What follows belongs to an exercise in optimizing a design on an open flow for small area; a production flow would make more cautious choices.
The RTL was checked by simulation tests, not by an equivalence proof against the original design.
Power figures rest on the tool's default switching activity, not on a simulated workload.

**run.sh**
```bash
#!/bin/bash
# synth_recipe.tcl (not shown) runs the flow's synth.tcl, then flattens the netlist and writes it again
# the make line also repeats each setting of config.mk as NAME=value (left out here)
make -C /OpenROAD-flow-scripts/flow DESIGN_CONFIG=/design/flow/config.mk WORK_HOME=/design/flow/orfs CLKGATE_MAP_FILE= SYNTH_SCRIPT=/design/flow/synth_recipe.tcl finish
```
**constraint.sdc**
```tcl
create_clock -name core_clock -period 12.0 [get_ports {control_pclock}]
set_input_delay 2.4000 -clock core_clock [delete_from_list [all_inputs] [get_ports {control_pclock}]]
set_output_delay 2.4000 -clock core_clock [all_outputs]
set_load 0.01 [all_outputs]
```
**design.v**
```verilog
module axi_injector (
  input          control_pclock,
  input          control_presetn,
  input          control_psel,
  input          control_penable,
  output         control_pready,
  input    [2:0] control_pprot,
  input   [31:0] control_paddr,
  input          control_pwrite,
  input   [31:0] control_pwdata,
  input    [7:0] control_pstrb,
  output  [31:0] control_prdata,
  output         control_pslverr,
  output  [23:0] data_awid,
  output  [47:0] data_awaddr,
  output   [7:0] data_awlen,
  output   [2:0] data_awsize,
  output   [1:0] data_awburst,
  output   [2:0] data_awprot,
  output   [3:0] data_awqos,
  output         data_awvalid,
  input          data_awready,
  output [255:0] data_wdata,
  output  [31:0] data_wstrb,
  output         data_wlast,
  output         data_wvalid,
  input          data_wready,
  input   [23:0] data_bid,
  input    [1:0] data_bresp,
  input          data_bvalid,
  output         data_bready,
  output  [23:0] data_arid,
  output  [47:0] data_araddr,
  output   [7:0] data_arlen,
  output   [2:0] data_arsize,
  output   [1:0] data_arburst,
  output   [2:0] data_arprot,
  output   [3:0] data_arqos,
  output         data_arvalid,
  input          data_arready,
  input   [23:0] data_rid,
  input  [255:0] data_rdata,
  input    [1:0] data_rresp,
  input          data_rlast,
  input          data_rvalid,
  output         data_rready
);
wire        apb_access = control_psel & control_penable;
wire        addr_hi_ok = (control_paddr[31:8] == 24'd0) & (control_paddr[1:0] == 2'd0);
wire  [5:0] word       = control_paddr[7:2];
wire        apb_write  = apb_access & control_pwrite & addr_hi_ok;
wire        apb_read   = apb_access & ~control_pwrite;
wire [31:0] wd         = control_pwdata;
logic [63:0] wsel;
always_comb begin
  wsel = 64'd0;
  wsel[word] = 1'b1;
end
wire [63:0] we = wsel & {64{apb_write}};
logic   [1:0] r_control;
logic   [2:0] r_mode;
logic  [47:0] r_rinc;
logic   [1:0] r_shift;
logic  [20:0] r_attr;
always_ff @(posedge control_pclock or negedge control_presetn) begin
  if (!control_presetn) begin
    r_control <= 2'd0;
    r_mode    <= 3'd0;
    r_rinc    <= 48'd0;
    r_shift   <= 2'd0;
    r_attr    <= 21'd0;
  end else begin
    if (we[5])  r_control      <= wd[1:0];
    if (we[9])  r_mode         <= wd[2:0];
    if (we[14]) r_rinc[31:0]   <= wd;
    if (we[15]) r_rinc[47:32]  <= wd[15:0];
    if (we[36]) r_shift        <= wd[1:0];
    if (we[38]) r_attr         <= wd[20:0];
  end
end
logic [63:0] wflag;
logic [31:0] wreg [0:63];
genvar gi;
generate
  for (gi = 0; gi < 64; gi = gi + 1) begin : g_word
    if ((gi >= 10 && gi <= 13) || (gi >= 16 && gi <= 35) || gi == 37) begin : g_flagged
      localparam int W = (gi == 21) ? 15 : ((gi <= 27 && gi[0]) ? 16 : 32);
      logic [W-1:0] q;
      always_ff @(posedge control_pclock or negedge control_presetn) begin
        if (!control_presetn) wflag[gi] <= 1'b0;
        else if (we[gi])      wflag[gi] <= 1'b1;
      end
      always_ff @(posedge control_pclock) begin
        if (we[gi]) q <= wd[W-1:0];
      end
      assign wreg[gi] = 32'(q);
    end else begin : g_plain
      assign wflag[gi] = 1'b0;
      assign wreg[gi]  = 32'd0;
    end
  end
endgenerate
wire  [47:0] q_rstart = {wreg[11][15:0], wreg[10]};
wire  [47:0] q_rstop  = {wreg[13][15:0], wreg[12]};
wire  [47:0] q_seed   = {wreg[17][15:0], wreg[16]};
wire  [47:0] q_fib    = {wreg[19][15:0], wreg[18]};
wire  [46:0] q_gal    = {wreg[21][14:0], wreg[20]};
wire  [47:0] q_lmask  = {wreg[23][15:0], wreg[22]};
wire  [47:0] q_fmask  = {wreg[25][15:0], wreg[24]};
wire  [47:0] q_ntr    = {wreg[27][15:0], wreg[26]};
wire  [31:0] q_dmask  = wreg[37];
function automatic [47:0] f48(input lo, input hi);
  f48 = {{16{hi}}, {32{lo}}};
endfunction
logic [1:0] req1, req2, req3;
logic       start3_q;
always_ff @(posedge control_pclock or negedge control_presetn) begin
  if (!control_presetn) begin
    req1     <= 2'b00;
    req2     <= 2'b00;
    req3     <= 2'b00;
    start3_q <= 1'b0;
  end else begin
    req1     <= ~r_control;
    req2     <= req1;
    req3     <= req2;
    start3_q <= (req3 == 2'b10);
  end
end
wire do_reset = (req2 == 2'b11);
wire do_start = (req2 == 2'b10);
wire do_pause = (req2 == 2'b01);
wire do_reset_d    = (req3 == 2'b11);
wire start_pulse_d = (req3 == 2'b10) & ~start3_q;
localparam [1:0] S_IDLE = 2'd0, S_ACTIVE = 2'd1, S_PAUSED = 2'd2, S_FINISHED = 2'd3;
logic [1:0] state, state_next;
logic       do_finish;
always_comb begin
  state_next = state;
  case (state)
    S_IDLE     : if (do_start) state_next = S_ACTIVE;
    S_PAUSED   : if (do_reset) state_next = S_IDLE;
                 else if (do_start) state_next = S_ACTIVE;
    S_ACTIVE   : if (do_reset) state_next = S_IDLE;
                 else if (do_pause) state_next = S_PAUSED;
                 else if (do_finish) state_next = S_FINISHED;
    default    : if (do_reset) state_next = S_IDLE;
  endcase
end
logic [1:0] state1, state2, state3;
logic       wait1, wait2, wait3;
logic       waiting;
always_ff @(posedge control_pclock or negedge control_presetn) begin
  if (!control_presetn) begin
    state  <= S_IDLE;
    state1 <= S_IDLE;
    state2 <= S_IDLE;
    state3 <= S_IDLE;
    wait1  <= 1'b0;
    wait2  <= 1'b0;
    wait3  <= 1'b0;
  end else begin
    state  <= state_next;
    state1 <= state;
    state2 <= state1;
    state3 <= state2;
    wait1  <= waiting;
    wait2  <= wait1;
    wait3  <= wait2;
  end
end
wire       active   = (state == S_ACTIVE);
wire       is_write = r_attr[0];
wire [7:0] len      = r_attr[8:1];
logic [23:0] tcount;
logic  [8:0] burst;
wire         burst_zero = (burst == 9'd0);
wire aw_valid = active & is_write & burst_zero;
wire w_valid  = active & is_write;
wire ar_valid = active & ~is_write;
wire aw_hs    = aw_valid & data_awready;
wire ar_hs    = ar_valid & data_arready;
wire addr_adv = aw_hs | ar_hs;
wire data_adv = w_valid & data_awready;
wire [23:0] tcount_next = tcount + {23'd0, addr_adv};
always_ff @(posedge control_pclock) begin
  if (do_reset) begin
    tcount <= 24'd0;
    burst  <= 9'd0;
  end else begin
    tcount <= tcount_next;
    if (w_valid) begin
      if (burst_zero) burst <= data_awready ? {1'b0, len} : {1'b0, len} + 9'd1;
      else if (data_awready) burst <= burst - 9'd1;
    end
  end
end
wire  [47:0] e_fmask = q_fmask | ~f48(wflag[24], wflag[25]);
wire  [47:0] e_fib   = q_fib   &  f48(wflag[18], wflag[19]);
wire  [46:0] e_gal   = q_gal   &  {{15{wflag[21]}}, {32{wflag[20]}}};
wire  [47:0] e_lmask = q_lmask &  f48(wflag[22], wflag[23]);
wire  [47:0] e_seed  = q_seed  &  f48(wflag[16], wflag[17]);
wire  [47:0] e_start = q_rstart & f48(wflag[10], wflag[11]);
logic [47:0] address;
wire  [47:0] gen_address = address & e_fmask;
wire         lfsr_fb     = ^(address & e_fib);
wire  [47:0] lfsr_next   = e_lmask & {lfsr_fb, ({47{lfsr_fb}} & e_gal) ^ address[47:1]};
always_ff @(posedge control_pclock) begin
  if (do_reset)      address <= r_mode[0] ? e_seed : e_start;
  else if (addr_adv) address <= r_mode[0] ? lfsr_next : address + r_rinc;
end
localparam [30:0] DATA_TAPS = 31'b0100011000000000000000000000000;
logic [255:0] data, data_next;
wire s_init = do_reset;
wire s_hold = ~do_reset & ~data_adv;
wire s_lfsr = ~do_reset & data_adv & r_mode[1];
wire s_rotr = ~do_reset & data_adv & ~r_mode[1] & r_shift[1];
wire s_rotl = ~do_reset & data_adv & ~r_mode[1] & ~r_shift[1];
wire s_right = s_lfsr | s_rotr;
generate
  for (gi = 0; gi < 256; gi = gi + 1) begin : g_data
    localparam int J = gi % 32;
    localparam int B = gi - J;
    wire init_bit = wreg[28 + gi/32][J] & wflag[28 + gi/32];
    wire left_bit = data[(gi + 255) % 256];
    wire rght_bit = data[(gi + 1) % 256];
    if (J == 31) begin : g_top
      assign data_next[gi] = (s_init & init_bit) | (s_hold & data[gi]) | (s_lfsr & data[B])
                           | (s_rotr & rght_bit) | (s_rotl & left_bit);
    end else if (DATA_TAPS[J]) begin : g_tap
      assign data_next[gi] = (s_init & init_bit) | (s_hold & data[gi]) | (s_lfsr & (data[B] ^ rght_bit))
                           | (s_rotr & rght_bit) | (s_rotl & left_bit);
    end else begin : g_plain
      assign data_next[gi] = (s_init & init_bit) | (s_hold & data[gi])
                           | (s_right & rght_bit) | (s_rotl & left_bit);
    end
  end
endgenerate
always_ff @(posedge control_pclock) data <= data_next;
wire [31:0] byte_en = {32{w_valid}} & (q_dmask | ~{32{wflag[37]}});
logic [255:0] wdata;
generate
  for (gi = 0; gi < 32; gi = gi + 1) begin : g_wdata
    assign wdata[gi*8 +: 8] = data[gi*8 +: 8] & {8{byte_en[gi]}};
  end
endgenerate
wire [47:0] ga = gen_address;
wire addr_lo_ge = ~wflag[12] | (ga[31:0] >= q_rstop[31:0]);
wire addr_hi_gt = wflag[13] ? (ga[47:32] >  q_rstop[47:32]) : (ga[47:32] != 16'd0);
wire addr_hi_eq = wflag[13] ? (ga[47:32] == q_rstop[47:32]) : (ga[47:32] == 16'd0);
wire addr_ge    = addr_hi_gt | (addr_hi_eq & addr_lo_ge);
wire cnt_hi_ok  = ~wflag[27] | (q_ntr[47:32] == 16'd0);
wire cnt_lo_ge  = ~wflag[26] | ((q_ntr[31:24] == 8'd0) & (tcount_next >= q_ntr[23:0]));
wire cnt_ge     = cnt_hi_ok & cnt_lo_ge;
assign do_finish = r_mode[2] ? cnt_ge : addr_ge;
assign data_awid    = aw_valid ? tcount : 24'd0;
assign data_awaddr  = {16'd0, aw_valid ? gen_address[31:0] : 32'd0};
assign data_awlen   = aw_valid ? r_attr[8:1]   : 8'd0;
assign data_awsize  = aw_valid ? r_attr[11:9]  : 3'd0;
assign data_awburst = aw_valid ? r_attr[13:12] : 2'd0;
assign data_awprot  = aw_valid ? r_attr[16:14] : 3'd0;
assign data_awqos   = aw_valid ? r_attr[20:17] : 4'd0;
assign data_awvalid = aw_valid;
assign data_wdata   = wdata;
assign data_wstrb   = {32{w_valid}};
assign data_wlast   = w_valid & (burst_zero ? (len == 8'd0) : (burst == 9'd1));
assign data_wvalid  = w_valid;
assign data_bready  = 1'b1;
assign data_arid    = ar_valid ? tcount : 24'd0;
assign data_araddr  = {16'd0, ar_valid ? gen_address[31:0] : 32'd0};
assign data_arlen   = ar_valid ? r_attr[8:1]   : 8'd0;
assign data_arsize  = ar_valid ? r_attr[11:9]  : 3'd0;
assign data_arburst = ar_valid ? r_attr[13:12] : 2'd0;
assign data_arprot  = ar_valid ? r_attr[16:14] : 3'd0;
assign data_arqos   = ar_valid ? r_attr[20:17] : 4'd0;
assign data_arvalid = ar_valid;
assign data_rready  = 1'b1;
logic [24:0] outstanding;
wire         resp_b = data_bvalid;
wire         resp_r = data_rvalid & data_rlast;
always_ff @(posedge control_pclock or negedge control_presetn) begin
  if (!control_presetn) outstanding <= 25'd0;
  else outstanding <= outstanding + {24'd0, addr_adv} - {24'd0, resp_b} - {24'd0, resp_r};
end
assign waiting = (outstanding != 25'd0);
wire count_en_d     = (state1 == S_ACTIVE) | wait1;
wire finish_pulse_d = ~wait1 & wait2;
logic [31:0] ts_counter;
logic [31:0] ts_start, ts_finish;
logic        ts_start_ok, ts_finish_ok;
always_ff @(posedge control_pclock) begin
  if (do_reset_d) ts_counter <= 32'd0;
  else            ts_counter <= ts_counter + {31'd0, count_en_d};
end
always_ff @(posedge control_pclock) begin
  if (start_pulse_d)  ts_start  <= ts_counter;
  if (finish_pulse_d) ts_finish <= ts_counter;
end
always_ff @(posedge control_pclock or negedge control_presetn) begin
  if (!control_presetn) begin
    ts_start_ok  <= 1'b0;
    ts_finish_ok <= 1'b0;
  end else if (do_reset_d) begin
    ts_start_ok  <= 1'b0;
    ts_finish_ok <= 1'b0;
  end else begin
    if (start_pulse_d)  ts_start_ok  <= 1'b1;
    if (finish_pulse_d) ts_finish_ok <= 1'b1;
  end
end
wire [63:0] rsel = wsel & {64{addr_hi_ok}};
logic [31:0] rdata;
always_comb begin
  rdata = 32'd0;
  rdata |= {32{rsel[0]}} & 32'hDEADBEEF;
  rdata |= {32{rsel[5]}} & 32'(r_control);
  rdata |= {32{rsel[6]}} & 32'({wait3, state3});
  rdata |= {32{rsel[7] & ts_start_ok}} & ts_start;
  rdata |= {32{rsel[8] & ts_finish_ok}} & ts_finish;
  rdata |= {32{rsel[9]}} & 32'(r_mode);
  rdata |= {32{rsel[14]}} & r_rinc[31:0];
  rdata |= {32{rsel[15]}} & 32'(r_rinc[47:32]);
  rdata |= {32{rsel[36]}} & 32'(r_shift);
  rdata |= {32{rsel[38]}} & 32'(r_attr);
  for (int k = 0; k < 64; k++) rdata |= {32{rsel[k] & wflag[k]}} & wreg[k];
  rdata |= {32{rsel[24] & ~wflag[24]}};
  rdata |= {32{rsel[25] & ~wflag[25]}} & 32'h0000FFFF;
  rdata |= {32{rsel[37] & ~wflag[37]}};
end
wire valid_addr = addr_hi_ok & (word <= 6'd38);
assign control_pready  = apb_access;
assign control_pslverr = apb_read & ~valid_addr;
assign control_prdata  = {32{apb_read}} & rdata;
endmodule
```
**config.mk**
```make
export PLATFORM = sky130hd
export DESIGN_NAME = axi_injector
export DESIGN_NICKNAME = axi_injector
export VERILOG_FILES = /design/flow/design.v
export SDC_FILE = /design/flow/constraint.sdc
export NUM_CORES = 4
export LEC_CHECK = 0
export CAP_MARGIN = 20
export CORE_MARGIN = 2
export CORE_UTILIZATION = 45
export SLEW_MARGIN = 20
```
==> summary.txt <==
Die Span X=367 microns; required time worst endpoint=about 9600 ps; largest net degree at the start of global routing=approximately 190; drt initial violations=approximately 9800; post-synth top area cell=edfxtp_1; Pleak=between 20 and 30 nW; Period Utilization, post-route=about nine tenths; initial antenna violation count=15; final hold slack=between 300 and 400 ps; dpl cells=between 7000 and 8000; Area Overhead vs Synth=20.6%; crit path setup slack, layout=~1300 ps; routability congestion estimate=about 1.0; Worst-Margin Slew=approximately 1300 ps; EDFF count, synth=783; most numerous cell in the Yosys netlist=edfxtp_1; Final setup viols=0; drc violations=0; DP HPWL=between 200000 and 250000 microns; Post-Place Cell Area=roughly 67000 sq um; number of global-route vias before repair=46883; Starting Density=a little under half; final wirelength=between 200000 and 300000 microns; pre-CTS WS=about 1600 ps; Max-slew headroom=12.4%; Non-Filler Instances=about 7600; drt first pass iters=14; post-route antenna net violation count=0; fill cell count=between 10000 and 15000; Num CTS Buffers=between 100 and 150; r2r startpoint=state[0]; Fmax=93.5 MHz; I/O pin count=906; number of max-cap violations=0; Synth Flop Type=edfxtp_1; H-Tree Level Count=4; Ys Warns=31; Post-synth top cells=edfxtp_1 (783), nand2_1 (696), and2_1 (337); Final Cell Area=between 70000 and 80000 sq um; Final Hold Viols=0; unrepaired setup endpoints after global routing=false; Clock Path Buffers=3; Die H=between 300 and 400 microns; Cells after Synth=~5200; post-synth top area share=39.7%; CTS sink count=~1300; critical path endpoint category=output port; WP data arrival=between 8000 and 9000 ps; Max Transition Viols Final=0; crit-path max FO=19; post_cts resized=0; vias per cell=6.64; FFs w/ async S/R, synth=between 10% and 20%; first-pass GRT wire length=just under 400000 microns; clock latency on the worst-skew pair=800 ps; Worst Hold Class=flip-flop to flip-flop; Buffers on Ports=between 500 and 600; Reg2Reg Depth=24; share of cells above drive strength 1=slightly below 9%; total grt overflow=0; Core Box Area=between 100000 and 150000 sq um; library cells used by synthesis=90; row cnt=133; r2r setup slk=between 5000 and 6000 ps; Max rail drop VDD=around 0.15 mV; WHS Endpoint=req2[1]; # Post-CTS Setup Buffers=0; CP Launch Type=input pin; crit path time final=about 11000 ps; clock root cell=clkbuf_16; sequential share of the synthesized area=56.7%; TritonCTS clock tree=yes; flops & latches, synth=approximately 1300; vias=50676; top post-synthesis cells by area=edfxtp_1 (40%), dfxtp_1 (11%), dfrtp_1 (6.2%); setup_tns=0 ps; Pwr Density=about 140 nW/um^2; hold_sp=req1[1]; CTS Hold Bufs=0; status=timing/DRC/antenna clean; hold depth=0; CP Class=input pin to output port; Synth Cell Area=around 60000 sq um; DIE AREA=135000 sq um; Synth Area per Inst=between 10 and 15 sq um; reg2reg end=state[1]; Overall Global Routing Usage=41.0%; drt wl/cell=~37 microns; clock-pin slew on the worst setup and hold paths=approximately 50 ps; Nets=~6300; skew final=about 25 ps
==> power breakdown <==
part	internal, W	leakage (nW)	switching, W
clock network	0.00248	2.21	0.00185
logic	0.000293	13.2	0.000417
registers	0.00462	11.7	0.0000269
==> worst max-delay path, cell delays in order <==
cell	delay, ps
clkdlybuf4s50_1	400
nor4_1	290
nand4_1	530
nor2_2	620
nand2_4	280
nor2_4	590
and3_1	890
buf_4	390
a22oi_1	150
nand3_1	190
a21oi_1	60
a21oi_1	790
clkdlybuf4s50_1	700
==> how the worst max path moves through the flow <==
stage / depth (start not counted) / startpoint / slack, ps / end
after global placement: 13 / control_paddr[9] / 1610 / control_prdata[12]
after detailed placement: 13 / control_paddr[9] / 1570 / control_prdata[12]
after global routing: 13 / control_paddr[20] / 1260 / control_prdata[12]
final: 13 / control_paddr[9] / 1300 / control_prdata[12]
after CTS: 13 / control_paddr[9] / 1570 / control_prdata[12]
after floorplan: 13 / control_paddr[3] / 4810 / control_prdata[22]
==> cells by family after synthesis <==
group	share of synthesized area, %
AOI/OAI and AO/OA	16.7
xor gates and xnor gates	3.24
adders and majority gates	3.63
buffers and inverters	4.14
DFF	56.7
muxes	1.50
other	0.0127
and+or+nand+nor	14.1
==> layout by cell type (no fill, tap or decap), types with 92 or more instances in the layout <==
cell,instances
a21oi_1,135
a221oi_1,100
a222oi_1,278
a22oi_1,196
and2_1,336
buf_4,152
clkbuf_16,141
clkdlybuf4s50_1,549
dfrtp_1,145
dfxtp_1,321
edfxtp_1,783
ha_1,167
inv_1,178
nand2_1,691
nand3_1,92
nor2_1,219
o21ai_0,131
xnor2_1,135
==> layer usage <==
metal	track usage (%)	routed length (microns)
met1	54.8	107000
met2	59.5	120000
met3	10.6	35600
met4	25.2	20600
met5	0	34
==> sequential cells by signal, indices dropped and copies added, names as in the netlist, 2 cells and up <==
| signal | cells |
|---|---|
| g_word.g_flagged.q | 671 |
| data | 256 |
| address | 48 |
| r_rinc | 48 |
| ts_counter | 32 |
| ts_finish | 32 |
| ts_start | 32 |
| outstanding | 25 |
| wflag | 25 |
| tcount | 24 |
| r_attr | 21 |
| burst | 9 |
| r_mode | 3 |
| r_control | 2 |
| r_shift | 2 |
| req1 | 2 |
| req2 | 2 |
| req3 | 2 |
| state1 | 2 |
| state2 | 2 |
| state3 | 2 |
| state | 2 |
==> cell type report <==
cell class	instances	area, sq um	share of cell area (%)
Sequential cell	1250	33600	47.0
Multi-Input combinational cell	3468	23600	33.1
Timing Repair Buffer	711	6810	9.52
Clock buffer	198	3900	5.46
Tap cell	1755	2200	3.07
Inverter	181	681	0.953
Clock inverter	58	631	0.883
Antenna cell	9	22.5	0.0315
==> through the flow <==
| step | utilization (%) | power (W) |
|---|---|---|
| 5_1_grt | 54.5 | 0.00995 |
| 6_report | 54.5 | 0.00968 |
| 3_5_place_dp | 51.0 | 0.00544 |
| 2_1_floorplan | - | 0.00522 |
| 4_1_cts | 54.4 | 0.00969 |
| 3_3_place_gp | 50.9 | 0.00541 |

what the ideal ports hide:
How much do the figures lean on ideal ports? The routed layout below was timed once more, with nothing changed but the port constraints. Step 1: set_driving_cell puts a clkbuf_16 on control_pclock and a buf_2 on each other input, an assumption about the parent block. Step 2 also shifts input and output timing later by t, the mid clock arrival at the registers, as if the neighbouring blocks saw the same clock. Three values: ideal, step 1, step 2; two values: the first two.
shift t [ns]: 0.877
setup WS [ns]: 1.303 / 1.280 / 1.280
worst data-port slew with drivers (ns): 0.21
After both steps this run still meets setup and hold. The setup slack of this run moves by -0.023 ns with the drivers and by -0.023 ns with both steps.
